This design comes from an exercise in tuning for small area, a short achievable clock period and few clock cycles on the open sky130 flow, not from production work.
RTL that was checked went through simulation tests only; none was proved equivalent to the original.
Only the layout flow was run in run 4; the RTL was not checked for function there.
Power and IR drop assume default switching activity.

## flow/flow/run.sh

```bash
#!/bin/bash
# The standard layout, with faster port buffers than buffer_ports picks by default.
set -euo pipefail
export BUFFER_PORTS_ARGS="-buffer_cell sky130_fd_sc_hd__buf_4"
bash standard.sh > make_finish.log 2>&1
```

## flow/standard.sh

```bash
#!/bin/bash
# synth_recipe.tcl (not shown) runs the flow's synth.tcl, then flattens the netlist and writes it again
# the make line also repeats each setting of config.mk as NAME=value (left out here)
make -C /OpenROAD-flow-scripts/flow DESIGN_CONFIG=/design/flow/config.mk WORK_HOME=/design/flow/orfs CLKGATE_MAP_FILE= SYNTH_SCRIPT=/design/flow/synth_recipe.tcl "${@:-finish}"
```

## flow/config.mk

```make
export PLATFORM = sky130hd
export DESIGN_NAME = neural
export DESIGN_NICKNAME = neural
export VERILOG_FILES = /design/flow/design.v
export SDC_FILE = /design/flow/constraint.sdc
export NUM_CORES = 4
export LEC_CHECK = 0
export CAP_MARGIN = 20
export CORE_MARGIN = 2
export CORE_UTILIZATION = 40
export CTS_BUF_LIST = sky130_fd_sc_hd__clkbuf_8
export CTS_CLUSTER_DIAMETER = 60
export CTS_CLUSTER_SIZE = 16
export SLEW_MARGIN = 20
```

## flow/constraint.sdc

```tcl
create_clock -name core_clock -period 20.0 [get_ports {clk}]
set_input_delay 4.0000 -clock core_clock [delete_from_list [all_inputs] [get_ports {clk}]]
set_output_delay 4.0000 -clock core_clock [all_outputs]
set_load 0.01 [all_outputs]
```

## flow/design.v

```verilog
module neural(input  logic clk, reset, run_inference,
              output logic ready,
              output logic [9:0] RAM_address,
              output logic [7:0] RAM_wd,
              output logic RAM_we,
              input  logic [7:0] RAM_rd);
  localparam logic [2:0] K_NONE = 3'd0, K_TWO = 3'd1, K_NS = 3'd2, K_SH = 3'd3,
                         K_IN = 3'd4, K_MAC = 3'd5;
  localparam logic [2:0] S_IDLE = 3'd0, S_INP = 3'd1, S_NODE = 3'd2,
                         S_SWITCH = 3'd3, S_DONE = 3'd4, S_WE = 3'd5;
  logic [2:0]  st;
  logic [1:0]  hc;             
  logic [2:0]  dk, pk, rk, mk;
  logic        vmac;
  logic [3:0]  A;              
  logic [4:0]  B;              
  logic [4:0]  Bn;             
  logic [2:0]  Lr;             
  logic [2:0]  s;              
  logic [9:0]  colbase;        
  logic [9:0]  nxtP;           
  logic        rb;             
  logic [4:0]  nj;             
  logic        ph;             
  logic [3:0]  pos;            
  logic        rowd;           
  logic        shpend;         
  logic        nspend;         
  logic        nsdone;         
  logic [3:0]  wc0, wc1;       
  logic [4:0]  dr;             
  logic        dbias, dfin, dlast, drb, doutl, dendl;
  logic [3:0]  pr, rr;
  logic        pbias, pfin, plast, prb, poutl, pendl;
  logic        rbias, rfin, rlast, rrb, routl, rendl;
  logic        mbias, mlast, mrb, moutl, mendl;
  logic        cbias, clast, crb, coutl, cendl;
  logic [2:0]  ck;
  logic        vlast, vrb, voutl, vendl;
  logic [7:0]  X [0:14];
  logic [6:0]  Y [0:14];
  logic signed [7:0]  wq, xq;
  logic signed [18:0] acc;
  logic [15:0] pp [0:7];
  logic signed [15:0] pq;
  always_comb
    for (int i = 0; i < 8; i++) begin
      pp[i] = '0;
      for (int j = 0; j < 8; j++) pp[i][i+j] = (wq[j] & xq[i]) ^ ((i == 7) ^ (j == 7));
    end
  logic [3:0]  sh;
  logic signed [7:0] mx;
  logic [3:0]  idx;
  logic [3:0]  wcr;
  logic [14:0] nz, known, amask, me, above, cnd, low, rest;
  logic [3:0]  lowk;
  logic        lowknown;
  always_comb begin
    wcr = rb ? wc1 : wc0;
    known = 15'(~(16'hffff << wcr));       
    amask = 15'(~(16'hffff << A));         
    for (int k = 0; k < 15; k++) begin
      nz[k]    = rb ? (Y[k] != 7'd0) : (X[k] != 8'd0);
      me[k]    = amask[k] & (~known[k] | nz[k]);
    end
    above = rowd ? 15'(16'hfffe << pos) : 15'h7fff;    
    cnd  = ph ? (me & above) : me;
    low  = cnd & (~cnd + 15'd1);
    rest = cnd & ~low;
    lowk = 4'd0;
    for (int k = 0; k < 15; k++) if (low[k]) lowk = lowk | 4'(k);
    lowknown = |(low & known);
  end
  wire start = ready && run_inference;
  wire hidden  = (s < Lr - 3'd1);
  wire shneed  = shpend && hidden;
  wire lastnode = (nj == B);    
  logic [2:0]  n_st, n_dk;
  logic [3:0]  n_A, n_wc0, n_wc1;
  logic [4:0]  n_B, n_nj, n_dr;
  logic [2:0]  n_s;
  logic [9:0]  n_colbase;
  logic        n_rb, n_ph, n_shpend, n_nspend, n_nsdone;
  logic [3:0]  n_pos;
  logic        n_rowd;
  logic        n_dbias, n_dfin, n_dlast, n_drb, n_doutl, n_dendl;
  logic        n_ready, n_we;
  logic [9:0]  n_addr;
  logic [7:0]  n_wd;
  logic [22:0] ae;
  logic [14:0] a1;
  logic [10:0] a2;
  logic [8:0]  a3;
  logic [7:0]  r8;
  logic        ovf;
  logic [15:0] shm;
  logic signed [7:0] y8;
  logic [6:0]  y7;
  always_comb begin
    ae = {{4{acc[18]}}, acc};
    for (int i = 0; i < 15; i++) a1[i] = sh[3] ? ae[i+8] : ae[i];
    for (int i = 0; i < 11; i++) a2[i] = sh[2] ? a1[i+4] : a1[i];
    for (int i = 0; i < 9; i++)  a3[i] = sh[1] ? a2[i+2] : a2[i];
    for (int i = 0; i < 8; i++)  r8[i] = sh[0] ? a3[i+1] : a3[i];
    shm = 16'hffff << sh;                  
    ovf = |((acc[17:7] ^ {11{acc[18]}}) & shm[10:0]);
    y8 = ovf ? (acc[18] ? 8'sh80 : 8'sh7f) : r8;
    y7 = acc[18] ? 7'd0 : (ovf ? 7'h7f : r8[6:0]);
  end
  wire [3:0] vj = vrb ? wc0 : wc1;
  logic signed [7:0] yq;
  logic [3:0]  wj;
  logic        wv, wend;
  wire ge = (yq >= mx);
  wire signed [7:0] mx_n = ge ? yq : mx;
  wire [3:0] idx_n = ge ? wj : idx;
  wire vdo = vmac && vlast;
  always_comb begin
    n_st = st; n_dk = K_NONE; n_A = A; n_B = B; n_s = s;
    n_nj = nj; n_dr = {1'b0, lowk}; n_colbase = colbase; n_rb = rb; n_ph = ph;
    n_shpend = shpend; n_nspend = nspend; n_nsdone = nsdone; n_pos = pos; n_rowd = rowd;
    n_wc0 = wc0; n_wc1 = wc1;
    n_dbias = 1'b0; n_dfin = 1'b0; n_dlast = 1'b0; n_drb = rb; n_doutl = ~hidden;
    n_dendl = 1'b0;
    n_ready = ready; n_we = 1'b0; n_addr = RAM_address;
    n_wd = {4'd0, (mx == -8'sd128 && yq == -8'sd128) ? 4'd15 : idx_n};
    case (st)
      S_IDLE: begin
        n_ready = 1'b1;
        n_wc0 = 4'd0; n_nsdone = 1'b0;
        n_s = 3'd1; n_rb = 1'b0; n_wc1 = 4'd0; n_nj = 5'd0; n_ph = 1'b0; n_shpend = 1'b1;
      end
      S_INP: begin
        if (!nsdone && nj == 5'd1) begin
          n_dk = K_NS; n_nspend = 1'b1; n_nsdone = 1'b1;
        end else if (nj == 5'd0 || nj[3:0] < A) begin
          n_dk = K_IN; n_dr = nj; n_nj = nj + 5'd1;
          if (nsdone && nj[3:0] + 4'd1 == A) begin n_st = S_NODE; n_nj = 5'd0; end
        end else begin n_st = S_NODE; n_nj = 5'd0; end
      end
      S_NODE: begin
        if (s == 3'd1 && nj == 5'd0) n_colbase = {7'd0, Lr} + 10'd2;
        if (shneed && nj == 5'd0) begin
          n_dk = K_SH; n_dr = {1'b0, A} + 5'd1; n_shpend = 1'b0;
        end else if (!ph) begin
          n_dk = K_MAC; n_dr = {1'b0, A}; n_dbias = 1'b1; n_dlast = (cnd == 15'd0);
          n_dendl = (nj + 5'd1 == B);
          if (nj != 5'd0) n_colbase = colbase + 10'd1;
          n_nj = nj + 5'd1;
          n_rowd = 1'b0;
          if (cnd == 15'd0) begin
            if (nj + 5'd1 == B) n_st = hidden ? S_SWITCH : S_DONE;
          end else n_ph = 1'b1;
        end else if (cnd == 15'd0) begin
          n_dk = K_MAC; n_dfin = 1'b1; n_dlast = 1'b1; n_dendl = lastnode; n_ph = 1'b0;
          if (lastnode) n_st = hidden ? S_SWITCH : S_DONE;
        end else if (lowknown) begin
          n_dk = K_MAC; n_dr = {1'b0, lowk}; n_dlast = (rest == 15'd0);
          n_dendl = lastnode && (rest == 15'd0);
          n_pos = lowk; n_rowd = 1'b1;
          if (rest == 15'd0) begin
            n_ph = 1'b0;
            if (lastnode) n_st = hidden ? S_SWITCH : S_DONE;
          end
        end
      end
      S_SWITCH: if (!nspend) begin
        n_s = s + 3'd1; n_A = B[3:0]; n_B = Bn; n_rb = ~rb; n_nj = 5'd0; n_ph = 1'b0;
        n_colbase = nxtP;
        if (rb) n_wc1 = 4'd0; else n_wc0 = 4'd0;
        n_st = S_NODE;
        if (s + 3'd2 < Lr) begin    
          n_dk = K_NS; n_nspend = 1'b1; n_shpend = 1'b1;
        end else begin
          n_shpend = 1'b0;
          n_dk = K_MAC; n_dr = {1'b0, B[3:0]}; n_dbias = 1'b1; n_drb = ~rb; n_doutl = 1'b1;
          n_dendl = (Bn == 5'd1);
          n_nj = 5'd1; n_ph = 1'b1; n_rowd = 1'b0;
        end
      end
      S_WE: begin
        n_ready = 1'b1; n_addr = 10'd0; n_st = S_IDLE;
      end
      default: ;
    endcase
    case (dk)
      K_TWO:  n_addr = 10'd2;
      K_NS:   n_addr = {7'd0, s} + 10'd2;
      K_IN:   n_addr = {8'(dr[3:0] - 4'd3), 2'b11};
      K_MAC, K_SH: n_addr = colbase + 10'(dr * B);
      default: ;
    endcase
    if (rk == K_IN) n_wc0 = n_wc0 + 4'd1;
    if (vdo) begin
      if (vrb) n_wc0 = wc0 + 4'd1; else n_wc1 = wc1 + 4'd1;
    end
    if (wend) begin
      n_we = 1'b1; n_addr = 10'd1023;
      n_st = S_WE;
    end
  end
  always_ff @(posedge clk or posedge reset) begin
    if (reset) begin
      st <= S_IDLE; hc <= 2'd0; dk <= K_NONE; pk <= K_NONE; rk <= K_NONE; mk <= K_NONE;
      ck <= K_NONE; wv <= 1'b0; wend <= 1'b0;
      vmac <= 1'b0; ready <= 1'b0; RAM_we <= 1'b0; RAM_address <= 10'd0;
    end else begin
      st <= start ? S_INP : n_st; dk <= start ? K_TWO : n_dk; pk <= dk; rk <= pk; mk <= rk; ck <= mk; vmac <= (ck == K_MAC);
      wv <= vdo && voutl; wend <= vdo && voutl && vendl;
      hc <= start ? 2'd1 : (hc == 2'd0) ? 2'd0 : hc + 2'd1;
      ready <= !start && n_ready; RAM_we <= n_we; RAM_address <= start ? 10'd1 : n_addr;
    end
  end
  always_ff @(posedge clk) begin
    A <= n_A; B <= n_B; s <= n_s; nj <= n_nj; dr <= n_dr;
    colbase <= n_colbase; rb <= n_rb; ph <= n_ph; shpend <= n_shpend;
    nspend <= n_nspend; nsdone <= n_nsdone; pos <= n_pos; rowd <= n_rowd; wc0 <= n_wc0; wc1 <= n_wc1;
    RAM_wd <= n_wd;
    dbias <= n_dbias; dfin <= n_dfin; dlast <= n_dlast; drb <= n_drb; doutl <= n_doutl;
    dendl <= n_dendl;
    pr <= dr[3:0]; pbias <= dbias; pfin <= dfin; plast <= dlast; prb <= drb;
    poutl <= doutl; pendl <= dendl;
    if (dk == K_SH) nxtP <= colbase + 10'(dr * B) + 10'd1;
    rr <= pr; rbias <= pbias; rfin <= pfin; rlast <= plast; rrb <= prb;
    routl <= poutl; rendl <= pendl;
    case (hc)
      2'd1: Lr <= RAM_rd[2:0];
      2'd2: A <= RAM_rd[3:0];
      2'd3: B <= RAM_rd[4:0];
      default: ;
    endcase
    if (rk == K_NS) begin nspend <= 1'b0; Bn <= RAM_rd[4:0]; end
    wq <= RAM_rd;
    xq <= rbias ? 8'sd5 : (rk == K_SH || rk == K_NS) ? 8'sd1 : (rfin || rk != K_MAC) ? 8'sd0 :
          (rrb ? {1'b0, Y[rr]} : X[rr]);
    mbias <= rbias && rk == K_MAC; mlast <= rlast; mrb <= rrb; moutl <= routl; mendl <= rendl;
    pq <= pp[0] + pp[1] + pp[2] + pp[3] + pp[4] + pp[5] + pp[6] + pp[7] + 16'h8100;
    cbias <= mbias; clast <= mlast; crb <= mrb; coutl <= moutl; cendl <= mendl;
    acc <= (cbias ? 19'sd0 : acc) + 19'(pq);
    if (ck == K_SH || (ck == K_NS && Lr == 3'd2)) sh <= pq[3:0];
    vlast <= clast; vrb <= crb; voutl <= coutl; vendl <= cendl;
    yq <= y8; wj <= vj;
    if (wv) begin mx <= mx_n; idx <= idx_n; end
    if (st == S_IDLE) begin mx <= -8'sd128; idx <= 4'd0; end
  end
  wire inw = (rk == K_IN);
  wire hw  = vdo && !voutl;
  wire [7:0] xwd = inw ? RAM_rd : {1'b0, y7};
  always_ff @(posedge clk) begin
    for (int k = 0; k < 15; k++) begin
      if ((inw || (hw && vrb)) && wc0 == 4'(k)) X[k] <= xwd;
      if (hw && !vrb && wc1 == 4'(k)) Y[k] <= y7;
    end
  end
endmodule
```

==> flow_metrics.tcl, run 1 <==
set metrics [dict create \
    clk_pin_slew_ps 100 \
    grt.overflow.total 0 \
    cp.arrival_ps 1260 \
    antenna_found_initial 1 \
    grt_start_max_net_pins 51 \
    rsz0062_at_grt "false" \
    io_pins 31 \
    grt_use_total 0.211 \
    rrSetupSlack_ps 15340 \
    status "no timing/DRC/antenna violations" \
    cp_slowest_stage_delay_ps 430 \
    cts-resized-gates 0 \
    cp_cell_sequence "buf_4" \
    cts_max_level 2 \
    p_leak_nw 9.45 \
    clock-root-buffer "clkbuf_8" \
    seqPwrFrac 0.396 \
    tightest_slew_ps 1190 \
    tns_ps 0 \
    syn_to_final_growth_pct 8.36 \
    cts_tree "yes" \
    ys_types 86 \
    hpwl_um 46800 \
    finalMaxSlewViolations 0 \
    cp.required_ps 16000 \
    slew_headroom 0.194 \
    vias_per_cell 5.72 \
    peakVddDrop_uv 85.5 \
    wl_um 63500 \
    ctsLongestPathBuffers 3 \
    ant_nets 0 \
    synthMostInstantiatedCell "edfxtp_1" \
    path_class "flop to output pin" \
    post-route-period-util 0.263 \
    power.switching_w 0.00156 \
    synth_ff_type "edfxtp_1" \
    min_path_type "flop to flop" \
    path_buf_inv 1 \
    insertion_delay_ps 670 \
    io_buffers 26 \
    numCtsBuffers 43 \
    critical_path_peak_fanout 2 \
    place_congestion 0.958 \
    insertedDiodeCount 0 \
    seq_area_um2 12000 \
    drc_errors 0 \
    final.fill_count 5344 \
    synth_area_leaders "edfxtp_1 37%, dfxtp_1 12%, ha_1 6.0%, fa_1 4.8%, dfrtp_1 3.8%" \
    rows 88 \
    yosysTopAreaCell "edfxtp_1" \
    cp_slowest_cell "dfrtp_1" \
    fin_util 0.437 \
    crit_family "flip-flops" \
    fin_nets 2285 \
    setup_viol 0 \
    switching_share 0.418 \
    rr_startpoint "wq[3]" \
    p_clk_frac 0.156 \
    postSynthAreaPerCell_um2 11.0 \
    grt_pass1_vias 16100 \
    first_iter_violations 1688 \
    die_area_um2 59700 \
    powerDensity_nw_per_um2 149 \
    drive_gt1_frac 0.0878 \
    cts_hold_buf 0 \
    min_from "coutl" \
    combPwrFrac 0.448 \
    cts_setup_buffers 0 \
    yosysTopAreaCellShare 0.368 \
    max_freq_mhz 190 \
    yosysWarningCount 4 \
    hold-path-cell-count 0 \
    dr.pass1.iters 7 \
    min_period_ps 5260 \
    multi_input_area_um2 10400 \
    synthArstFlopShare 0.0776 \
    ys_ff_latch 451 \
    start_util 0.403 \
    cap_violations 0 \
    min_to "voutl" \
    synth_commonest_cells "283 x edfxtp_1, 211 x nand2_1, 175 x nor2_1" \
    ys_seq_area_frac 0.521 \
    reg2reg_to "pq[15]" \
    vias 16600 \
    grt_pass1_wl_um 97200 \
    fp.dieH_um 244 \
    core_um2 57400 \
    crit_path_end_kind "output pin" \
    clock-skew-final_ps 60.8 \
    finalHoldViolCount 0 \
    syn_inst 2097 \
    worstSetupStartpointType "flop" \
    synth_edf_count 283 \
    post_drt_wl_per_cell_um 21.9 \
    reg2reg_depth 19 \
    cts_sinks 451 \
    internal_power_w 0.00217 \
    die_w_um 244 \
    synth_area_um2 23100 \
    total_power_w 0.00374 \
]
==> flip-flops by register name, indices dropped and copies added (netlist names), 8 cells and up <==
name	flops
X	120
Y	105
acc	19
pq	16
RAM_address	10
colbase	10
nxtP	10
mx	8
wq	8
xq	8
yq	8
==> per-layer routing <==
layer  up-vias  GRT usage  part of all wire
li1       7684          -                 -
met1      8112      0.288              0.42
met2       725      0.334              0.46
met3        97     0.0554             0.097
met4         2     0.0570             0.025
met5         -          0           0.00020
==> power by group through the flow <==
stage          clock network [W]  logic [W]  registers [W]
2_1_floorplan                  0    0.00126        0.00138
5_1_grt                 0.000632    0.00188        0.00150
3_3_place_gp                   0    0.00162        0.00149
4_1_cts                 0.000594    0.00167        0.00148
3_5_place_dp                   0    0.00166        0.00150
6_report                0.000584    0.00167        0.00148
==> worst max-delay path by stage <==
stage | startpoint | to | cells past startpoint
after floorplan | run_inference | RAM_address[0] | 5
after global placement | run_inference | RAM_address[0] | 6
after detailed placement | run_inference | RAM_address[0] | 6
after CTS | RAM_address[0] | RAM_address[0] | 1
after global routing | RAM_address[0] | RAM_address[0] | 1
final | RAM_address[0] | RAM_address[0] | 1
==> cells in the final DEF, fill, tap and decap left out, drive strengths merged, types with 10 or more instances in the layout <==
master / n
nand2b: 25
a22oi: 51
clkbuf: 44
nand2: 211
nand3: 56
xnor2: 38
and3: 11
a21oi: 92
mux2i: 30
ha: 110
dfrtp: 35
nor4b: 14
nor2b: 47
a221oi: 18
inv: 129
nand4: 21
fa: 56
o221ai: 17
or2: 22
mux2: 13
o22ai: 11
buf: 48
a22o: 16
a211oi: 10
o21a: 14
nor2: 175
nor4: 42
nor3: 45
xor2: 26
o21ai: 73
edfxtp: 283
a21o: 10
dfxtp: 133
and2: 64
a222oi: 16
==> area by class of cell <==
class | count | area share
Tap cell | 765 | 0.0382
Clock buffer | 44 | 0.0242
Multi-Input combinational cell | 1455 | 0.416
Inverter | 109 | 0.0163
Sequential cell | 451 | 0.480
Clock inverter | 34 | 0.0108
Timing Repair Buffer | 48 | 0.0144
==> cell families (layout without fill, tap and decap cells) <==
family / after synthesis / in the layout / share of synthesized area
compound gates: 412 / 412 / 0.125
xor+xnor: 64 / 64 / 0.0242
flops: 451 / 451 / 0.521
other cells: 1 / 4 / 0.000162
simple gates: 758 / 758 / 0.163
fa+ha+maj: 168 / 168 / 0.109
mux: 49 / 49 / 0.0252
buf+inv: 194 / 235 / 0.0333
==> stage by stage <==
| step | setup WS (ps) | instances | area (um^2) | hold WS [ps] |
|---|---|---|---|---|
| final | 14740 | 2906 | 25100 | 323 |
| after global routing | 14680 | 2906 | 25100 | 322 |
| after CTS | 14690 | 2906 | 25000 | 301 |
| after detailed placement | 14470 | 2828 | 24200 | 312 |
| after global placement | 14500 | 2828 | 24100 | 311 |
| after floorplan | 14490 | 2100 | 23100 | 310 |
Testbench counts, summed over its fixed seeds: cycles 33,160.
==> run 2, diff against run 1 <==
==> flow/flow/run.sh (replaced) <==
#!/bin/bash
# The standard layout, with faster port buffers than buffer_ports picks by default
# and a two-level clock tree (root buffer, then leaf buffers).
set -euo pipefail
export BUFFER_PORTS_ARGS="-buffer_cell sky130_fd_sc_hd__buf_4"
export CTS_ARGS="-sink_clustering_enable -repair_clock_nets -sink_clustering_size 30 -sink_clustering_max_diameter 100 -buf_list sky130_fd_sc_hd__clkbuf_16 -sink_clustering_levels 1"
bash standard.sh > make_finish.log 2>&1
--- a/flow/config.mk
+++ b/flow/config.mk
@@ -9,6 +9,6 @@
 export CORE_MARGIN = 2
 export CORE_UTILIZATION = 40
-export CTS_BUF_LIST = sky130_fd_sc_hd__clkbuf_8
-export CTS_CLUSTER_DIAMETER = 60
-export CTS_CLUSTER_SIZE = 16
+export CTS_BUF_LIST = sky130_fd_sc_hd__clkbuf_16
+export CTS_CLUSTER_DIAMETER = 100
+export CTS_CLUSTER_SIZE = 30
 export SLEW_MARGIN = 20
==> run 2 against run 1 <==
Against the previous run:
- utilization is 0.35 points lower
- sequential share of layout area is 0.39 points higher
- first-iteration DRC count is 0.30% lower
- critical path depth stayed put
- flip-flop and latch count stayed put
- non-clock buffer count stayed put
- synthesized cell count stayed put
- register-to-register slack better by 50 ps
- routed wire length is 0.96% lower
- clock-buffer cell count is 23 lower
- via count is 0.76% lower
- critical path type unchanged
==> flow_metrics.tcl, run 2 <==
set metrics [dict create \
    status "no timing/DRC/antenna violations" \
    syn_to_final_growth_pct 7.50 \
    route.met2.wl_um 28800 \
    path_buf_inv 1 \
    syn_inst 2097 \
    cts_setup_buffers 0 \
    io_buffers 26 \
    synth-compound-area-share 0.125 \
    synthMuxAreaShare 0.0252 \
    placed_cells 2828 \
    finalMaxSlewViolations 0 \
    grt_pass1_vias 15900 \
    cap_violations 0 \
    min_period_ps 5150 \
    die_w_um 244 \
    dr.pass1.iters 6 \
    cp_cell_sequence "buf_4" \
    ys_types 86 \
    fin_util 0.433 \
    worstSetupStartpointType "flop" \
    post-route-period-util 0.258 \
    critical_path_peak_fanout 2 \
    final_cells 2866 \
    insertion_delay_ps 580 \
    synth_area_leaders "edfxtp_1 37%, dfxtp_1 12%, ha_1 6.0%, fa_1 4.8%, dfrtp_1 3.8%" \
    synth_commonest_cells "283 x edfxtp_1, 211 x nand2_1, 175 x nor2_1" \
    slew_headroom 0.183 \
    finalHoldViolCount 0 \
    cp.required_ps 16000 \
    rr_startpoint "wq[3]" \
    crit_path_end_kind "output pin" \
    rows 88 \
    cts-resized-gates 0 \
    min_path_type "flop to flop" \
    rsz0062_at_grt "false" \
    hpwl_um 46800 \
    peakVddDrop_uv 83.7 \
    grt_start_max_net_pins 51 \
    grt.overflow.total 0 \
    grt_use_total 0.208 \
    ys_ff_latch 451 \
    core_um2 57400 \
    fin_nets 2263 \
    synthArstFlopShare 0.0776 \
    crit_family "flip-flops" \
    vias 16500 \
    antenna_found_initial 1 \
    drc_errors 0 \
    synth_area_um2 23100 \
    vias_per_cell 5.76 \
    cts_sinks 451 \
    synthSimpleGateAreaFrac 0.163 \
    first_iter_violations 1683 \
    ctsLongestPathBuffers 3 \
    cp_slowest_cell "dfrtp_1" \
    synth_ff_type "edfxtp_1" \
    reg_top3 "X x120, Y x105, acc x19" \
    final_common_cell "edfxtp_1" \
    setup_viol 0 \
    ant_nets 0 \
    start_util 0.403 \
    synth-xor-area-share 0.0242 \
    yosysWarningCount 4 \
    path_class "flop to output pin" \
    clock-root-buffer "clkbuf_16" \
    layout_common_cells "283 x edfxtp_1, 211 x nand2_1, 173 x nor2_1" \
    top_layer_used "met5" \
    p_leak_nw 9.34 \
    postSynthAreaPerCell_um2 11.0 \
    drive_gt1_frac 0.0723 \
    fp.dieH_um 244 \
    max_freq_mhz 194 \
    wl_um 62900 \
    cts_hold_buf 0 \
    synth_edf_count 283 \
    tightest_slew_ps 1210 \
    tns_ps 0 \
    io_pins 31 \
    regMostFlops "X" \
    cp.arrival_ps 1150 \
    die_area_um2 59700 \
    synthMostInstantiatedCell "edfxtp_1" \
    min_from "dlast" \
    cp_slowest_stage_delay_ps 430 \
    synth_top_family_by_area "simple AND/OR/NAND/NOR gates" \
    yosysTopAreaCellShare 0.368 \
    post_drt_wl_per_cell_um 22.0 \
    startpoint "RAM_address[0]" \
    ys_seq_area_frac 0.521 \
    wirelength_met1_um 26800 \
    numCtsBuffers 21 \
    grt_pass1_wl_um 96300 \
    cts_max_level 1 \
    largest_reg_flops 120 \
    cts_tree "yes" \
    wl_met3_um 5830 \
    powerDensity_nw_per_um2 148 \
    clock-skew-final_ps 28.9 \
    synthAdderAreaFrac 0.109 \
    clk_pin_slew_ps 110 \
    place_congestion 0.958 \
    yosysTopAreaCell "edfxtp_1" \
    insertedDiodeCount 0 \
]
run 2: changes by cell type in the layout (fill, tap and decap cells not counted), moves of 3 or more:
cell	previous run	this run
inv_1	118	114
clkbuf_16	0	21
clkinv_2	3	0
inv_8	5	1
clkinvlp_4	5	0
clkbuf_8	44	0
run 2: stage by stage:
step | hold WS [ps] | area (um^2) | total power (W) | setup slack [ps]
after floorplan | 310 | 23100 | 0.00265 | 14490
after global placement | 311 | 24100 | 0.00312 | 14500
after detailed placement | 312 | 24200 | 0.00316 | 14470
after CTS | 330 | 24800 | 0.00368 | 14830
after global routing | 335 | 24900 | 0.00394 | 14800
final | 329 | 24900 | 0.00367 | 14850
run 2: final cells by class:
type | instances | area [um^2]
Sequential cell | 451 | 12000
Clock buffer | 21 | 526
Inverter | 109 | 409
Clock inverter | 17 | 150
Multi-Input combinational cell | 1455 | 10400
Fill cell | 5356 | 32500
Tap cell | 765 | 957
Timing Repair Buffer | 48 | 360
run 2: logic make-up (layout without fill, tap and decap cells):
kind of cell,Yosys count,after routing
multiplexers,49,49
adder cells (fa/ha/maj),168,168
AO/OA/AOI/OAI,412,412
buffers and inverters,194,195
AND/OR/NAND/NOR,758,758
flip-flops,451,451
XOR/XNOR,64,64
other,1,4
run 2: path summary, 6_finish.rpt:
path                                        to  slack [ps]  cells past startpoint
worst max-delay path            RAM_address[0]       14850                      1
worst min register to register           plast         330                      0
max in group asynchronous                dk[0]       16110                      3
min in group asynchronous       RAM_address[4]        3530                      3
worst max register to register          pq[15]       15390                     19
worst min-delay path                     plast         330                      0
run 2: per-layer routing:
metal	vias to the layer above	GRT usage
met5	-	0
met4	2	0.0481
met3	88	0.0466
met2	708	0.335
li1	7619	-
met1	8077	0.288
run 2: power by group:
| part | total [W] | internal (W) | switching (W) |
|---|---|---|---|
| clock | 0.000518 | 0.000205 | 0.000313 |
| combinational | 0.00167 | 0.000668 | 0.00101 |
| sequential | 0.00148 | 0.00128 | 0.000197 |
| total | 0.00367 | 0.00215 | 0.00152 |
==> run 3, diff against run 2 <==
==> flow/flow/run.sh (replaced) <==
#!/bin/bash
# The standard layout, with faster port buffers than buffer_ports picks by default
# and a clock tree without buffers along its trunk (root buffer, then leaf buffers).
set -euo pipefail
export BUFFER_PORTS_ARGS="-buffer_cell sky130_fd_sc_hd__buf_4"
export CTS_ARGS="-sink_clustering_enable -repair_clock_nets -sink_clustering_size 30 -sink_clustering_max_diameter 100 -buf_list sky130_fd_sc_hd__clkbuf_16 -distance_between_buffers 1000 -branching_point_buffers_distance 1000"
bash standard.sh > make_finish.log 2>&1
==> run 3 against run 2 <==
Against the previous run:
- still clean on timing, DRC and antenna
- combinational power barely moved
- non-clock buffer count did not move
- power did not move
- sequential share of layout area did not move
- flip-flop and latch count did not move
- routed wire length did not move
- via count did not move
- hold slack did not move
- critical path depth did not move
- synthesized cell count did not move
- register-to-register slack barely moved
- first-iteration DRC count did not move
- critical endpoint unchanged
- highest routed layer unchanged
==> flow_metrics.tcl, run 3 <==
set metrics [dict create \
    grt_use_total 0.208 \
    synth_area_um2 23100 \
    critical_path_peak_fanout 2 \
    peakVddDrop_uv 83.7 \
    fin_nets 2263 \
    path_class "flop to output pin" \
    ant_nets 0 \
    total_power_w 0.00367 \
    cts_hold_buf 0 \
    tightest_slew_ps 1210 \
    largest_reg_flops 120 \
    die_w_um 244 \
    holdWs_ps 329 \
    drc_errors 0 \
    cts_sinks 451 \
    insertedDiodeCount 0 \
    post-route-period-util 0.258 \
    yosysTopAreaCellShare 0.368 \
    rows 88 \
    wl_um 62900 \
    yosysWarningCount 4 \
    cp_slowest_stage_delay_ps 430 \
    min_to "plast" \
    path_buf_inv 1 \
    drive_gt1_frac 0.0723 \
    grt_start_max_net_pins 51 \
    powerDensity_nw_per_um2 148 \
    synth_edf_count 283 \
    finalMaxSlewViolations 0 \
    slew_headroom 0.183 \
    rr_startpoint "wq[3]" \
    place_congestion 0.958 \
    clock-skew-final_ps 28.9 \
    grt.overflow.total 0 \
    start_util 0.403 \
    yosysTopAreaCell "edfxtp_1" \
    core_um2 57400 \
    cts-resized-gates 0 \
    min_period_ps 5150 \
    crit_path_end_kind "output pin" \
    vias 16500 \
    cts_setup_buffers 0 \
    first_iter_violations 1683 \
    max_freq_mhz 194 \
    synth_commonest_cells "283 x edfxtp_1, 211 x nand2_1, 175 x nor2_1" \
    synthArstFlopShare 0.0776 \
    vias_per_cell 5.76 \
    syn_to_final_growth_pct 7.50 \
    postSynthAreaPerCell_um2 11.0 \
    ys_types 86 \
    status "no timing/DRC/antenna violations" \
    cp_slowest_cell "dfrtp_1" \
    regMostFlops "X" \
    synth_ff_type "edfxtp_1" \
    reg2reg_depth 19 \
    grt_pass1_vias 15900 \
    min_path_type "flop to flop" \
    hpwl_um 46800 \
    tns_ps 0 \
    min_from "dlast" \
    reg_top3 "X x120, Y x105, acc x19" \
    clk_pin_slew_ps 110 \
    cts_tree "yes" \
    post_drt_wl_per_cell_um 22.0 \
    cp.arrival_ps 1150 \
    layout_common_cells "283 x edfxtp_1, 211 x nand2_1, 173 x nor2_1" \
    setup_viol 0 \
    rsz0062_at_grt "false" \
    grt_pass1_wl_um 96300 \
    syn_inst 2097 \
    ys_ff_latch 451 \
    fp.dieH_um 244 \
    cp.required_ps 16000 \
    insertion_delay_ps 580 \
    worstSetupStartpointType "flop" \
    crit_family "flip-flops" \
    cp_cell_sequence "buf_4" \
    cap_violations 0 \
    ys_seq_area_frac 0.521 \
    io_pins 31 \
    hold-path-cell-count 0 \
    dr.pass1.iters 6 \
    final_common_cell "edfxtp_1" \
    finalHoldViolCount 0 \
    rrSetupSlack_ps 15390 \
    p_leak_nw 9.34 \
    reg2reg_to "pq[15]" \
    clock-root-buffer "clkbuf_16" \
    ctsLongestPathBuffers 3 \
    antenna_found_initial 1 \
    die_area_um2 59700 \
    synth_area_leaders "edfxtp_1 37%, dfxtp_1 12%, ha_1 6.0%, fa_1 4.8%, dfrtp_1 3.8%" \
    numCtsBuffers 21 \
    io_buffers 26 \
    cts_max_level 1 \
    synthMostInstantiatedCell "edfxtp_1" \
]
-- run 3: cell counts after synthesis --
Identical to the previous run, type by type.
-- run 3: cells by family after synthesis --
logic type | count (synthesis) | synth area share
xor gates and xnor gates | 64 | 0.0242
and+or+nand+nor | 758 | 0.163
other | 1 | 0.000162
adders and majority gates | 168 | 0.109
buffers and inverters | 194 | 0.0333
DFF | 451 | 0.521
muxes | 49 | 0.0252
AOI/OAI and AO/OA | 412 | 0.125
-- run 3: metrics by stage --
step	setup WS [ps]	cells	utilization	cell area, um^2
3_5_place_dp	14470	2828	0.421	24200
6_report	14850	2866	0.433	24900
3_3_place_gp	14500	2828	0.421	24100
2_1_floorplan	14490	2100	-	23100
4_1_cts	14830	2866	0.433	24800
5_1_grt	14800	2866	0.433	24900
-- run 3: how the worst max path moves through the flow --
stage	start	depth (start not counted)	end	slack (ps)
after floorplan	run_inference	5	RAM_address[0]	14490
after global placement	run_inference	6	RAM_address[0]	14500
after detailed placement	run_inference	6	RAM_address[0]	14470
after CTS	RAM_address[0]	1	RAM_address[0]	14830
after global routing	RAM_address[0]	1	RAM_address[0]	14800
final	RAM_address[0]	1	RAM_address[0]	14850
-- run 3: cell type report --
cell class                 instances  area (um^2)
fill                            5356        32500
multi-input combinational       1455        10400
clock buffer                      21          526
inverter                         109          409
tap                              765          957
timing repair buffer              48          360
sequential                       451        12000
clock inverter                    17          150
-- run 3: report_power, final --
group          total, W  leakage, nW  internal [W]  switching [W]
sequential      0.00148         4.13       0.00128       0.000197
combinational   0.00167         4.85      0.000668        0.00101
clock          0.000518        0.349      0.000205       0.000313
-- run 3: layer usage --
metal | track usage | up-vias | wire (um)
met3 | 0.0466 | 88 | 5830
met1 | 0.288 | 8077 | 26800
met4 | 0.0481 | 2 | 1490
met5 | 0 | - | 13
li1 | - | 7619 | -
met2 | 0.335 | 708 | 28800
==> run 4, diff against run 3 <==
--- a/flow/design.v
+++ b/flow/design.v
@@ -10,4 +10,5 @@
                          S_SWITCH = 3'd3, S_DONE = 3'd4, S_WE = 3'd5;
   logic [2:0]  st;
+  logic        busy;           
   logic [1:0]  hc;             
   logic [2:0]  dk, pk, rk, mk;
@@ -35,6 +36,4 @@
   logic        rbias, rfin, rlast, rrb, routl, rendl;
   logic        mbias, mlast, mrb, moutl, mendl;
-  logic        cbias, clast, crb, coutl, cendl;
-  logic [2:0]  ck;
   logic        vlast, vrb, voutl, vendl;
   logic [7:0]  X [0:14];
@@ -42,6 +41,5 @@
   logic signed [7:0]  wq, xq;
   logic signed [18:0] acc;
-  logic [15:0] pp [0:7];
-  logic signed [15:0] pq;
+  logic [18:0] pp [0:7];
   always_comb
     for (int i = 0; i < 8; i++) begin
@@ -72,5 +70,6 @@
     lowknown = |(low & known);
   end
-  wire start = ready && run_inference;
+  assign ready = ~busy;
+  wire start = (st == S_IDLE) && run_inference;
   wire hidden  = (s < Lr - 3'd1);
   wire shneed  = shpend && hidden;
@@ -85,5 +84,5 @@
   logic        n_rowd;
   logic        n_dbias, n_dfin, n_dlast, n_drb, n_doutl, n_dendl;
-  logic        n_ready, n_we;
+  logic        n_busy, n_we;
   logic [9:0]  n_addr;
   logic [7:0]  n_wd;
@@ -123,9 +122,8 @@
     n_dbias = 1'b0; n_dfin = 1'b0; n_dlast = 1'b0; n_drb = rb; n_doutl = ~hidden;
     n_dendl = 1'b0;
-    n_ready = ready; n_we = 1'b0; n_addr = RAM_address;
+    n_busy = busy; n_we = 1'b0; n_addr = RAM_address;
     n_wd = {4'd0, (mx == -8'sd128 && yq == -8'sd128) ? 4'd15 : idx_n};
     case (st)
       S_IDLE: begin
-        n_ready = 1'b1;
         n_wc0 = 4'd0; n_nsdone = 1'b0;
         n_s = 3'd1; n_rb = 1'b0; n_wc1 = 4'd0; n_nj = 5'd0; n_ph = 1'b0; n_shpend = 1'b1;
@@ -180,5 +178,5 @@
       end
       S_WE: begin
-        n_ready = 1'b1; n_addr = 10'd0; n_st = S_IDLE;
+        n_busy = 1'b0; n_addr = 10'd0; n_st = S_IDLE;
       end
       default: ;
@@ -203,11 +201,11 @@
     if (reset) begin
       st <= S_IDLE; hc <= 2'd0; dk <= K_NONE; pk <= K_NONE; rk <= K_NONE; mk <= K_NONE;
-      ck <= K_NONE; wv <= 1'b0; wend <= 1'b0;
-      vmac <= 1'b0; ready <= 1'b0; RAM_we <= 1'b0; RAM_address <= 10'd0;
+      wv <= 1'b0; wend <= 1'b0;
+      vmac <= 1'b0; busy <= 1'b0; RAM_we <= 1'b0; RAM_address <= 10'd0;
     end else begin
-      st <= start ? S_INP : n_st; dk <= start ? K_TWO : n_dk; pk <= dk; rk <= pk; mk <= rk; ck <= mk; vmac <= (ck == K_MAC);
+      st <= start ? S_INP : n_st; dk <= start ? K_TWO : n_dk; pk <= dk; rk <= pk; mk <= rk; vmac <= (mk == K_MAC);
       wv <= vdo && voutl; wend <= vdo && voutl && vendl;
       hc <= start ? 2'd1 : (hc == 2'd0) ? 2'd0 : hc + 2'd1;
-      ready <= !start && n_ready; RAM_we <= n_we; RAM_address <= start ? 10'd1 : n_addr;
+      busy <= start | n_busy; RAM_we <= n_we; RAM_address <= start ? 10'd1 : n_addr;
     end
   end
@@ -232,12 +230,11 @@
     if (rk == K_NS) begin nspend <= 1'b0; Bn <= RAM_rd[4:0]; end
     wq <= RAM_rd;
-    xq <= rbias ? 8'sd5 : (rk == K_SH || rk == K_NS) ? 8'sd1 : (rfin || rk != K_MAC) ? 8'sd0 :
+    xq <= rbias ? 8'sd5 : (rfin || rk != K_MAC) ? 8'sd0 :
           (rrb ? {1'b0, Y[rr]} : X[rr]);
     mbias <= rbias && rk == K_MAC; mlast <= rlast; mrb <= rrb; moutl <= routl; mendl <= rendl;
-    pq <= pp[0] + pp[1] + pp[2] + pp[3] + pp[4] + pp[5] + pp[6] + pp[7] + 16'h8100;
-    cbias <= mbias; clast <= mlast; crb <= mrb; coutl <= moutl; cendl <= mendl;
-    acc <= (cbias ? 19'sd0 : acc) + 19'(pq);
-    if (ck == K_SH || (ck == K_NS && Lr == 3'd2)) sh <= pq[3:0];
-    vlast <= clast; vrb <= crb; voutl <= coutl; vendl <= cendl;
+    acc <= (mbias ? 19'sd0 : acc) + pp[0] + pp[1] + pp[2] + pp[3] + pp[4] + pp[5] + pp[6] + pp[7]
+           + 19'h78100;
+    if (mk == K_SH || (mk == K_NS && Lr == 3'd2)) sh <= wq[3:0];
+    vlast <= mlast; vrb <= mrb; voutl <= moutl; vendl <= mendl;
     yq <= y8; wj <= vj;
     if (wv) begin mx <= mx_n; idx <= idx_n; end
==> flow/flow/run.sh (replaced) <==
#!/bin/bash
# The standard layout, with faster port buffers than buffer_ports picks by default.
set -euo pipefail
export BUFFER_PORTS_ARGS="-buffer_cell sky130_fd_sc_hd__buf_4"
bash standard.sh > make_finish.log 2>&1
--- a/flow/config.mk
+++ b/flow/config.mk
@@ -10,5 +10,5 @@
 export CORE_UTILIZATION = 40
 export CTS_BUF_LIST = sky130_fd_sc_hd__clkbuf_16
-export CTS_CLUSTER_DIAMETER = 100
-export CTS_CLUSTER_SIZE = 30
+export CTS_CLUSTER_DIAMETER = 80
+export CTS_CLUSTER_SIZE = 24
 export SLEW_MARGIN = 20
==> run 4 against run 3 <==
Against the previous run:
- still clean on timing, DRC and antenna
- critical path depth rose by 18
- hold slack got worse by 17 ps
- via count barely moved
- synthesized cell count fell by 3.5%
- worst setup slack got worse by 320 ps
- flip-flop and latch count fell by 24
- clock skew fell by 7.5 ps
- combinational power fell by 62%
- die area fell by 2.3%
- clock power rose by 14%
- design area fell by 1.2%
- critical path type is now flop to flop
==> flow_metrics.tcl, run 4 <==
set metrics [dict create \
    clk_pin_slew_ps 100 \
    cap_violations 0 \
    peakVddDrop_uv 92.1 \
    busiest_layer "met2" \
    insertedDiodeCount 0 \
    cts-resized-gates 0 \
    worstSetupStartpointType "flop" \
    io_pins 31 \
    ctsLongestPathBuffers 3 \
    fin_ws_ps 14530 \
    reg_top3 "X x120, Y x105, acc x19" \
    min_period_ps 5470 \
    crit_path_end_kind "flop" \
    internal_power_w 0.00158 \
    grt_pass1_wl_um 98800 \
    start_util 0.403 \
    vias 16500 \
    p_leak_nw 9.31 \
    switching_share 0.317 \
    synthArstFlopShare 0.0749 \
    insertion_delay_ps 590 \
    critical_path_peak_fanout 19 \
    min_path_type "flop to flop" \
    p_clk_frac 0.256 \
    grt_start_max_net_pins 45 \
    die_area_um2 58400 \
    cts_max_level 1 \
    clock-skew-final_ps 21.4 \
    post_drt_wl_per_cell_um 23.2 \
    final_cells 2801 \
    cpMostUsedCell "fa_1" \
    drc_errors 0 \
    setup_viol 0 \
    synth_area_um2 22600 \
    layout_common_cells "283 x edfxtp_1, 183 x nand2_1, 177 x nor2_1" \
    tns_ps 0 \
    yosysTopAreaCellShare 0.376 \
    cp.required_ps 20510 \
    syn_to_final_growth_pct 8.69 \
    fin_area_um2 24500 \
    post-route-period-util 0.274 \
    syn_inst 2023 \
    cts_sinks 427 \
    antenna_found_initial 0 \
    cts_hold_buf 0 \
    ys_seq_area_frac 0.511 \
    met1_usage 0.285 \
    cts_tree "yes" \
    yosysWarningCount 4 \
    path_buf_inv 2 \
    place_congestion 0.934 \
    grt_pass1_vias 16400 \
    crit_family "adder cells" \
    seqPwrFrac 0.474 \
    grt_use_total 0.218 \
    ys_ff_latch 427 \
    powerDensity_nw_per_um2 94.4 \
    cts_setup_buffers 0 \
    io_buffers 26 \
    finalHoldViolCount 0 \
    cp_slowest_stage_delay_ps 750 \
    regMostFlops "X" \
    synth_edf_count 283 \
    rsz0062_at_grt "false" \
    tightest_slew_ps 910 \
    synth_ff_type "edfxtp_1" \
    combPwrFrac 0.270 \
    clock-root-buffer "clkbuf_16" \
    grt.overflow.total 0 \
    yosysTopAreaCell "edfxtp_1" \
    total_power_w 0.00232 \
    placed_cells 2756 \
    dr.pass1.iters 7 \
    first_iter_violations 1889 \
    cp.arrival_ps 5980 \
    ys_types 89 \
    synth_commonest_cells "283 x edfxtp_1, 183 x nand2_1, 178 x nor2_1" \
    finalMaxSlewViolations 0 \
    max_freq_mhz 183 \
    use_met2 0.367 \
    slew_headroom 0.387 \
    final.fill_count 5217 \
    rows 87 \
    largest_reg_flops 120 \
    use_met3 0.0385 \
    fp.dieH_um 242 \
    final_common_cell "edfxtp_1" \
    wl_um 64900 \
    core_um2 56100 \
    path_class "flop to flop" \
    die_w_um 242 \
    drive_gt1_frac 0.0763 \
    vias_per_cell 5.89 \
    synth_area_leaders "edfxtp_1 38%, dfxtp_1 9.9%, fa_1 5.9%, ha_1 5.9%, dfrtp_1 3.5%" \
    fin_nets 2212 \
    numCtsBuffers 26 \
    preCtsSetupSlack_ps 14490 \
    postSynthAreaPerCell_um2 11.2 \
    power.switching_w 0.000735 \
    cp_slowest_cell "dfxtp_1" \
    cp_cell_sequence "nor2b_1 > fa_1 > inv_1 > fa_1 > inv_1 > fa_1 > ha_1 > ha_1 > fa_1 > a21o_1 > a21oi_1 > o21bai_1 > a21oi_1 > o21bai_1 > a211oi_1 > o21ai_0 > a31o_2 > a21oi_1 > xnor2_1" \
    place_area_um2 23700 \
    status "no timing/DRC/antenna violations" \
    synthMostInstantiatedCell "edfxtp_1" \
    ant_nets 0 \
    hpwl_um 48700 \
]
run 4: cell types whose count changed after synthesis, moves of 9 or more:
cell | previous run | this run
and2_1 | 64 | 55
fa_1 | 56 | 67
o21ai_0 | 67 | 57
nand2_1 | 211 | 183
dfxtp_1 | 133 | 112
nor2b_1 | 47 | 22
a21oi_1 | 92 | 74
inv_1 | 109 | 120
or2_2 | 20 | 10
run 4: layer usage:
metal | vias to the layer above | part of all wire
met5 | - | 0
met4 | 0 | 0.033
met3 | 128 | 0.078
met2 | 744 | 0.48
met1 | 8162 | 0.41
li1 | 7458 | -
run 4: worst paths after layout:
kind / start / end / slack (ps) / depth (start not counted)
setup / recovery: mbias / acc[18] / 14530 / 19
hold / removal: rlast / mlast / 310 / 0
setup reg to reg: mbias / acc[18] / 14530 / 19
hold reg to reg: rlast / mlast / 310 / 0
max in group asynchronous: reset / RAM_address[9] / 16220 / 3
min in group asynchronous: reset / dk[2] / 3490 / 3
run 4: power by group through the flow:
stage | Clock, W | Sequential, W | Combinational [W]
floorplan | 0 | 0.00109 | 0.000457
global placement | 0 | 0.00112 | 0.000617
detailed placement | 0 | 0.00112 | 0.000627
CTS | 0.000604 | 0.00110 | 0.000633
global route | 0.000636 | 0.00110 | 0.000708
finish | 0.000593 | 0.00110 | 0.000627
run 4: layout make-up:
| class | count | area, um^2 | share of cell area |
|---|---|---|---|
| clock buffer | 29 | 726 | 0.0296 |
| clock inverter | 16 | 150 | 0.00612 |
| inverter | 120 | 450 | 0.0184 |
| multi-input combinational | 1401 | 10300 | 0.421 |
| sequential | 427 | 11500 | 0.470 |
| tap | 756 | 946 | 0.0385 |
| timing repair buffer | 52 | 390 | 0.0159 |
run 4: logic make-up after synthesis:
| kind of cell | count (synthesis) | synth area share |
|---|---|---|
| AO/OA/AOI/OAI | 399 | 0.126 |
| XOR/XNOR | 55 | 0.0213 |
| adder cells (fa/ha/maj) | 176 | 0.119 |
| buffers and inverters | 198 | 0.0340 |
| flip-flops | 427 | 0.511 |
| multiplexers | 59 | 0.0306 |
| other | 1 | 0.000166 |
| AND/OR/NAND/NOR | 708 | 0.157 |
run 4: through the flow:
| stage | util | hold slack (ps) |
|---|---|---|
| 4_1_cts | 0.438 | 311 |
| 6_report | 0.438 | 313 |
| 5_1_grt | 0.438 | 317 |
| 3_5_place_dp | 0.422 | 312 |
| 2_1_floorplan | - | 310 |
| 3_3_place_gp | 0.422 | 310 |
==> run 5, diff against run 4 <==
--- a/flow/design.v
+++ b/flow/design.v
@@ -10,5 +10,4 @@
                          S_SWITCH = 3'd3, S_DONE = 3'd4, S_WE = 3'd5;
   logic [2:0]  st;
-  logic        busy;           
   logic [1:0]  hc;             
   logic [2:0]  dk, pk, rk, mk;
@@ -39,12 +38,19 @@
   logic [7:0]  X [0:14];
   logic [6:0]  Y [0:14];
-  logic signed [7:0]  wq, xq;
+  logic signed [7:0]  wq;
+  logic signed [7:0]  xr;          
+  logic [3:0]  bone, btwo, bneg;   
   logic signed [18:0] acc;
-  logic [18:0] pp [0:7];
-  always_comb
-    for (int i = 0; i < 8; i++) begin
-      pp[i] = '0;
-      for (int j = 0; j < 8; j++) pp[i][i+j] = (wq[j] & xq[i]) ^ ((i == 7) ^ (j == 7));
-    end
+  logic signed [9:0] bpp [0:3];
+  logic [18:0] bnegs;
+  always_comb begin
+    bnegs = '0;
+    for (int i = 0; i < 4; i++) begin
+      logic signed [9:0] mag;
+      mag = bone[i] ? 10'(wq) : btwo[i] ? (10'(wq) <<< 1) : 10'sd0;
+      bpp[i] = bneg[i] ? ~mag : mag;
+      bnegs[2*i] = bneg[i];
+    end
+  end
   logic [3:0]  sh;
   logic signed [7:0] mx;
@@ -70,6 +76,5 @@
     lowknown = |(low & known);
   end
-  assign ready = ~busy;
-  wire start = (st == S_IDLE) && run_inference;
+  wire start = ready && run_inference;
   wire hidden  = (s < Lr - 3'd1);
   wire shneed  = shpend && hidden;
@@ -84,7 +89,9 @@
   logic        n_rowd;
   logic        n_dbias, n_dfin, n_dlast, n_drb, n_doutl, n_dendl;
-  logic        n_busy, n_we;
+  logic        n_ready, n_we;
   logic [9:0]  n_addr;
   logic [7:0]  n_wd;
+  assign xr = rbias ? 8'sd5 : (rfin || rk != K_MAC) ? 8'sd0 : (rrb ? {1'b0, Y[rr]} : X[rr]);
+  wire [8:0] xr9 = {xr, 1'b0};
   logic [22:0] ae;
   logic [14:0] a1;
@@ -122,8 +129,9 @@
     n_dbias = 1'b0; n_dfin = 1'b0; n_dlast = 1'b0; n_drb = rb; n_doutl = ~hidden;
     n_dendl = 1'b0;
-    n_busy = busy; n_we = 1'b0; n_addr = RAM_address;
+    n_ready = ready; n_we = 1'b0; n_addr = RAM_address;
     n_wd = {4'd0, (mx == -8'sd128 && yq == -8'sd128) ? 4'd15 : idx_n};
     case (st)
       S_IDLE: begin
+        n_ready = 1'b1;
         n_wc0 = 4'd0; n_nsdone = 1'b0;
         n_s = 3'd1; n_rb = 1'b0; n_wc1 = 4'd0; n_nj = 5'd0; n_ph = 1'b0; n_shpend = 1'b1;
@@ -178,5 +186,5 @@
       end
       S_WE: begin
-        n_busy = 1'b0; n_addr = 10'd0; n_st = S_IDLE;
+        n_ready = 1'b1; n_addr = 10'd0; n_st = S_IDLE;
       end
       default: ;
@@ -202,10 +210,10 @@
       st <= S_IDLE; hc <= 2'd0; dk <= K_NONE; pk <= K_NONE; rk <= K_NONE; mk <= K_NONE;
       wv <= 1'b0; wend <= 1'b0;
-      vmac <= 1'b0; busy <= 1'b0; RAM_we <= 1'b0; RAM_address <= 10'd0;
+      vmac <= 1'b0; ready <= 1'b0; RAM_we <= 1'b0; RAM_address <= 10'd0;
     end else begin
       st <= start ? S_INP : n_st; dk <= start ? K_TWO : n_dk; pk <= dk; rk <= pk; mk <= rk; vmac <= (mk == K_MAC);
       wv <= vdo && voutl; wend <= vdo && voutl && vendl;
       hc <= start ? 2'd1 : (hc == 2'd0) ? 2'd0 : hc + 2'd1;
-      busy <= start | n_busy; RAM_we <= n_we; RAM_address <= start ? 10'd1 : n_addr;
+      ready <= !start && n_ready; RAM_we <= n_we; RAM_address <= start ? 10'd1 : n_addr;
     end
   end
@@ -230,9 +238,12 @@
     if (rk == K_NS) begin nspend <= 1'b0; Bn <= RAM_rd[4:0]; end
     wq <= RAM_rd;
-    xq <= rbias ? 8'sd5 : (rfin || rk != K_MAC) ? 8'sd0 :
-          (rrb ? {1'b0, Y[rr]} : X[rr]);
+    for (int i = 0; i < 4; i++) begin
+      bone[i] <= xr9[2*i+1] ^ xr9[2*i];
+      btwo[i] <= (xr9[2*i+2] & ~xr9[2*i+1] & ~xr9[2*i]) | (~xr9[2*i+2] & xr9[2*i+1] & xr9[2*i]);
+      bneg[i] <= xr9[2*i+2];
+    end
     mbias <= rbias && rk == K_MAC; mlast <= rlast; mrb <= rrb; moutl <= routl; mendl <= rendl;
-    acc <= (mbias ? 19'sd0 : acc) + pp[0] + pp[1] + pp[2] + pp[3] + pp[4] + pp[5] + pp[6] + pp[7]
-           + 19'h78100;
+    acc <= (mbias ? 19'sd0 : acc) + 19'(bpp[0]) + (19'(bpp[1]) <<< 2) + (19'(bpp[2]) <<< 4)
+           + (19'(bpp[3]) <<< 6) + bnegs;
     if (mk == K_SH || (mk == K_NS && Lr == 3'd2)) sh <= wq[3:0];
     vlast <= mlast; vrb <= mrb; voutl <= moutl; vendl <= mendl;
--- a/flow/config.mk
+++ b/flow/config.mk
@@ -10,5 +10,5 @@
 export CORE_UTILIZATION = 40
 export CTS_BUF_LIST = sky130_fd_sc_hd__clkbuf_16
-export CTS_CLUSTER_DIAMETER = 80
-export CTS_CLUSTER_SIZE = 24
+export CTS_CLUSTER_DIAMETER = 100
+export CTS_CLUSTER_SIZE = 30
 export SLEW_MARGIN = 20
==> run 5 against run 4 <==
Against the previous run:
- still clean on timing, DRC and antenna
- sequential power grew about 30%
- non-clock buffer count shrank 2
- sequential share of layout area grew 0.92 points
- first-iteration DRC count grew 3.0%
- global-route usage shrank 0.29 points
- flip-flop and latch count grew 4
- synthesized cell count shrank 0.69%
- largest power group is now combinational cells
==> flow_metrics.tcl, run 5 <==
set metrics [dict create \
    status "no timing/DRC/antenna violations" \
    cp_cell_sequence "buf_4" \
    largest_reg_flops 120 \
    cp_slowest_stage_delay_ps 430 \
    cp.arrival_ps 1140 \
    fp.dieH_um 242 \
    max_freq_mhz 194 \
    cts_max_level 1 \
    final.fill_count 5348 \
    p_leak_nw 8.96 \
    fin_nets 2158 \
    min_period_ps 5140 \
    critical_path_peak_fanout 4 \
    die_w_um 242 \
    syn_inst 2009 \
    setup_viol 0 \
    syn_to_final_growth_pct 6.91 \
    first_iter_violations 1945 \
    vias_per_cell 5.93 \
    cts_hold_buf 0 \
    postSynthAreaPerCell_um2 11.3 \
    switching_share 0.433 \
    grt_use_total 0.215 \
    clock-root-buffer "clkbuf_16" \
    drive_gt1_frac 0.0727 \
    power.switching_w 0.00178 \
    ctsLongestPathBuffers 3 \
    multi_input_area_um2 10300 \
    core_um2 56200 \
    io_pins 31 \
    final_common_cell "edfxtp_1" \
    cts_setup_buffers 0 \
    finalMaxSlewViolations 0 \
    seq_area_um2 11600 \
    crit_path_end_kind "output pin" \
    die_area_um2 58600 \
    internal_power_w 0.00233 \
    crit_family "flip-flops" \
    regMostFlops "X" \
    insertedDiodeCount 0 \
    rows 87 \
    powerDensity_nw_per_um2 169 \
    ys_types 91 \
    synth_ff_type "edfxtp_1" \
    cts-resized-gates 0 \
    placed_cells 2730 \
    numCtsBuffers 19 \
    ys_seq_area_frac 0.513 \
    path_class "flop to output pin" \
    final_cells 2763 \
    post-route-period-util 0.257 \
    synth_area_leaders "edfxtp_1 37%, dfxtp_1 10%, ha_1 5.3%, fa_1 4.9%, dfrtp_1 3.5%" \
    ant_nets 0 \
    drc_errors 0 \
    grt.overflow.total 0 \
    peakVddDrop_uv 179 \
    antenna_found_initial 0 \
    clock-skew-final_ps 26.1 \
    ys_ff_latch 431 \
    vias 16400 \
    tightest_slew_ps 1130 \
    yosysWarningCount 4 \
    path_buf_inv 1 \
    layout_common_cells "283 x edfxtp_1, 154 x nor2_1, 128 x nand2_1" \
    yosysTopAreaCell "edfxtp_1" \
    worstSetupStartpointType "flop" \
    clk_pin_slew_ps 110 \
    combPwrFrac 0.538 \
    wl_um 63700 \
    cp_slowest_cell "dfrtp_1" \
    insertion_delay_ps 560 \
    yosysTopAreaCellShare 0.375 \
    tns_ps 0 \
    synthArstFlopShare 0.0742 \
    cts_tree "yes" \
    start_util 0.404 \
    total_power_w 0.00411 \
    synth_area_um2 22700 \
    cts_sinks 431 \
    grt_pass1_vias 16200 \
    min_path_type "flop to flop" \
    hpwl_um 47700 \
    p_clk_frac 0.115 \
    rsz0062_at_grt "false" \
    slew_headroom 0.243 \
    place_congestion 0.937 \
    reg_top3 "X x120, Y x105, acc x19" \
    cp.required_ps 16000 \
    seqPwrFrac 0.347 \
    synth_edf_count 283 \
    cap_violations 0 \
    synth_commonest_cells "283 x edfxtp_1, 155 x nor2_1, 128 x nand2_1" \
    post_drt_wl_per_cell_um 23.1 \
    synthMostInstantiatedCell "edfxtp_1" \
    dr.pass1.iters 7 \
    grt_pass1_wl_um 98000 \
    grt_start_max_net_pins 57 \
    io_buffers 26 \
    finalHoldViolCount 0 \
]
run 5: cell types whose count changed after synthesis, sizes merged, moves of 10 or more:
cell	before	now
a21oi	75	94
a22oi	53	88
and2	56	34
buf	14	25
fa	67	56
ha	106	96
inv	120	108
nand2	183	128
nor2	178	155
nor2b	22	38
o21ai	59	73
xnor2	35	57
xor2	20	44
run 5: layout make-up:
class / instances / share of cell area
clock buffers: 20 / 0.0206
clock inverters: 13 / 0.00361
inverters: 111 / 0.0172
multi-input cells: 1382 / 0.425
flip-flops and latches: 431 / 0.479
well taps: 756 / 0.0390
repair buffers: 50 / 0.0155
run 5: per-layer routing:
metal / routed length (um) / GRT usage
met5: 0 / 0
met4: 2100 / 0.0694
met3: 5120 / 0.0247
met2: 29700 / 0.355
met1: 26800 / 0.297
run 5: final timing paths:
kind / cells after the start / endpoint / slack [ps] / startpoint
max: 1 / ready / 14860 / ready
min: 0 / vrb / 330 / mrb
max reg2reg: 18 / acc[17] / 14950 / bone[2]
min reg2reg: 0 / vrb / 330 / mrb
max in group asynchronous: 3 / RAM_address[5] / 16180 / reset
min in group asynchronous: 3 / RAM_we / 3520 / reset
run 5: metrics by stage:
step	utilization	area (um^2)	worst slack, ps	hold slack, ps
after floorplan	-	22700	14800	310
after global placement	0.421	23600	14390	310
after detailed placement	0.421	23600	14330	312
after CTS	0.431	24200	14830	331
after global routing	0.432	24200	14570	335
final	0.432	24200	14860	328
run 5: cell families (layout without fill, tap and decap cells):
group,Yosys count,in the layout,synth area share
compound gates,454,454,0.140
simple gates,608,608,0.138
other cells,1,4,0.000165
fa+ha+maj,152,152,0.102
flops,431,431,0.513
xor+xnor,101,101,0.0390
mux,63,63,0.0327
buf+inv,199,194,0.0353
run 5: power groups by stage:
stage | sequential (W) | combinational [W] | clock, W
2_1_floorplan | 0.00133 | 0.00169 | 0
3_3_place_gp | 0.00144 | 0.00216 | 0
3_5_place_dp | 0.00144 | 0.00219 | 0
4_1_cts | 0.00142 | 0.00221 | 0.000480
5_1_grt | 0.00145 | 0.00250 | 0.000510
6_report | 0.00143 | 0.00221 | 0.000472
Testbench counts of run 5, summed over its fixed seeds: cycles 32,766.
==> run 6, diff against run 5 <==
--- a/flow/config.mk
+++ b/flow/config.mk
@@ -10,5 +10,5 @@
 export CORE_UTILIZATION = 40
 export CTS_BUF_LIST = sky130_fd_sc_hd__clkbuf_16
-export CTS_CLUSTER_DIAMETER = 100
-export CTS_CLUSTER_SIZE = 30
+export CTS_CLUSTER_DIAMETER = 80
+export CTS_CLUSTER_SIZE = 24
 export SLEW_MARGIN = 20
==> run 6 against run 5 <==
Against the previous run:
- still clean
- critical path depth unchanged
- hold slack worse by 10 ps
- routed wire length up 0.15%
- utilization up 0.39 points
- via count down 0.20%
- worst setup slack worse by 31 ps
- clock-buffer cell count up 6
- non-clock buffer count up 1
- die area unchanged
- flip-flop and latch count unchanged
- largest cell class unchanged
- largest power group unchanged
- highest routed layer unchanged
==> flow_metrics.tcl, run 6 <==
set metrics [dict create \
    synth_area_leaders "edfxtp_1 37%, dfxtp_1 10%, ha_1 5.3%, fa_1 4.9%, dfrtp_1 3.5%" \
    tns_ps 0 \
    cts_setup_buffers 0 \
    ant_nets 0 \
    first_iter_violations 1869 \
    start_util 0.404 \
    tightest_slew_ps 1130 \
    min_from "pr[3]" \
    regMostFlops "X" \
    final.fill_count 5334 \
    cts_sinks 431 \
    startpoint "ready" \
    finalMaxSlewViolations 0 \
    core_um2 56200 \
    synthMostInstantiatedCell "edfxtp_1" \
    max_freq_mhz 193 \
    die_area_um2 58600 \
    min_path_type "flop to flop" \
    postSynthAreaPerCell_um2 11.3 \
    min_period_ps 5170 \
    finalHoldViolCount 0 \
    fin_nets 2165 \
    yosysTopAreaCellShare 0.375 \
    ctsLongestPathBuffers 3 \
    vias 16400 \
    path_buf_inv 1 \
    peakVddDrop_uv 179 \
    ys_types 91 \
    cts-resized-gates 0 \
    reg_top3 "X x120, Y x105, acc x19" \
    cp.required_ps 16000 \
    grt.overflow.total 0 \
    clock-root-buffer "clkbuf_16" \
    synth_commonest_cells "283 x edfxtp_1, 155 x nor2_1, 128 x nand2_1" \
    cap_violations 0 \
    syn_to_final_growth_pct 7.87 \
    cts_tree "yes" \
    cp_cell_sequence "buf_4" \
    insertedDiodeCount 0 \
    yosysTopAreaCell "edfxtp_1" \
    fp.dieH_um 242 \
    preCtsSetupSlack_ps 14330 \
    post-route-period-util 0.259 \
    rows 87 \
    die_w_um 242 \
    ys_ff_latch 431 \
    synthArstFlopShare 0.0742 \
    antenna_found_initial 0 \
    io_pins 31 \
    status "no timing/DRC/antenna violations" \
    grt_pass1_wl_um 98300 \
    wl_um 63800 \
    cp.arrival_ps 1170 \
    final_common_cell "edfxtp_1" \
    cts_max_level 1 \
    grt_start_max_net_pins 57 \
    synth_ff_type "edfxtp_1" \
    powerDensity_nw_per_um2 171 \
    slew_headroom 0.244 \
    io_buffers 26 \
    clock-skew-final_ps 32.7 \
    cp_slowest_stage_delay_ps 430 \
    layout_common_cells "283 x edfxtp_1, 154 x nor2_1, 128 x nand2_1" \
    synth_edf_count 283 \
    clk_pin_slew_ps 100 \
    post_drt_wl_per_cell_um 23.0 \
    rr_startpoint "bone[2]" \
    largest_reg_flops 120 \
    p_leak_nw 9.07 \
    drive_gt1_frac 0.0797 \
    dr.pass1.iters 8 \
    ys_seq_area_frac 0.513 \
    cp_slowest_cell "dfrtp_1" \
    drc_errors 0 \
    cts_hold_buf 0 \
    worstSetupStartpointType "flop" \
    place_congestion 0.937 \
    grt_use_total 0.217 \
    numCtsBuffers 25 \
    insertion_delay_ps 590 \
    fin_ws_ps 14830 \
    grt_pass1_vias 16300 \
    syn_inst 2009 \
    path_class "flop to output pin" \
    crit_family "flip-flops" \
    hpwl_um 47700 \
    total_power_w 0.00419 \
    vias_per_cell 5.89 \
    critical_path_peak_fanout 4 \
    synth_area_um2 22700 \
    yosysWarningCount 4 \
    rsz0062_at_grt "false" \
    setup_viol 0 \
    fin_util 0.435 \
    crit_path_end_kind "output pin" \
]
## run 6: cell counts after synthesis
Identical to the previous run, type by type.
## run 6: path summary, 6_finish.rpt
kind	endpoint	cells past startpoint	slack, ps
min in group asynchronous	RAM_address[3]	3	3490
worst min-delay path	rr[3]	0	320
worst min register to register	rr[3]	0	320
worst max register to register	acc[17]	18	14980
worst max-delay path	ready	1	14830
max in group asynchronous	RAM_address[9]	3	16200
## run 6: cells by family after synthesis
family,Yosys count,share of synthesized area
and+or+nand+nor,608,0.138
DFF,431,0.513
AOI/OAI and AO/OA,454,0.140
xor gates and xnor gates,101,0.0390
muxes,63,0.0327
adders and majority gates,152,0.102
other,1,0.000165
buffers and inverters,199,0.0353
## run 6: metrics by stage
step / hold WS (ps) / cells / cell area, um^2
2_1_floorplan: 310 / 2012 / 22700
3_3_place_gp: 310 / 2730 / 23600
3_5_place_dp: 312 / 2730 / 23600
4_1_cts: 333 / 2775 / 24400
5_1_grt: 340 / 2776 / 24500
6_report: 318 / 2776 / 24500
## run 6: cell type report
| class | instances | area, um^2 | area share |
|---|---|---|---|
| clock buffer | 26 | 651 | 0.0266 |
| timing repair buffer | 51 | 383 | 0.0157 |
| inverter | 111 | 417 | 0.0170 |
| sequential | 431 | 11600 | 0.475 |
| tap | 756 | 946 | 0.0387 |
| multi-input combinational | 1382 | 10300 | 0.421 |
| clock inverter | 19 | 148 | 0.00604 |
## run 6: layer usage
layer  GRT usage  routed length [um]  vias to the layer above  part of all wire
met5           0                   0                        -                 0
met4      0.0735                2270                        0             0.036
met3      0.0307                5050                      118             0.079
met2       0.353               29500                      785              0.46
met1       0.297               27100                     8048              0.42
li1            -                   -                     7413                 -
## run 6: power breakdown
part / internal [W] / total [W] / leakage [nW] / switching [W]
Sequential: 0.00123 / 0.00142 / 3.95 / 0.000191
Clock: 0.000246 / 0.000558 / 0.413 / 0.000312
Combinational: 0.000906 / 0.00220 / 4.70 / 0.00130
Total: 0.00239 / 0.00419 / 9.07 / 0.00180

[what the ideal ports hide]
The results above use ideal ports. As a check the final layouts listed here were re-extracted and re-timed, cells and wires unchanged.
Step 1: set_driving_cell puts a clkbuf_16 on clk and a buf_2 on each other input, an assumption about the parent block.
Step 2, shift: input delay + t, output delay - t, t = (earliest + latest rising clock arrival at the registers) / 2. This alone moves slack from input paths to output paths.
a / b / c = ideal ports / drivers / drivers and shift; a / b = the first two.
run	t (ns)	setup slack, ns	worst setup path after step 2	clock arrival spread, ns
run 1	0.692	14.741 / 14.688 / 14.509	input to register	0.061 / 0.061
run 2	0.623	14.847 / 14.788 / 14.445	input to register	0.029 / 0.029
run 3	0.623	14.847 / 14.788 / 14.445	input to register	0.029 / 0.029
run 4	0.635	14.527 / 14.527 / 14.431	input to register	0.024 / 0.024
run 5	0.611	14.858 / 14.796 / 14.657	input to register	0.029 / 0.029
run 6	0.641	14.826 / 14.760 / 14.667	input to register	0.033 / 0.033
After both steps setup and hold are still met in every run listed.
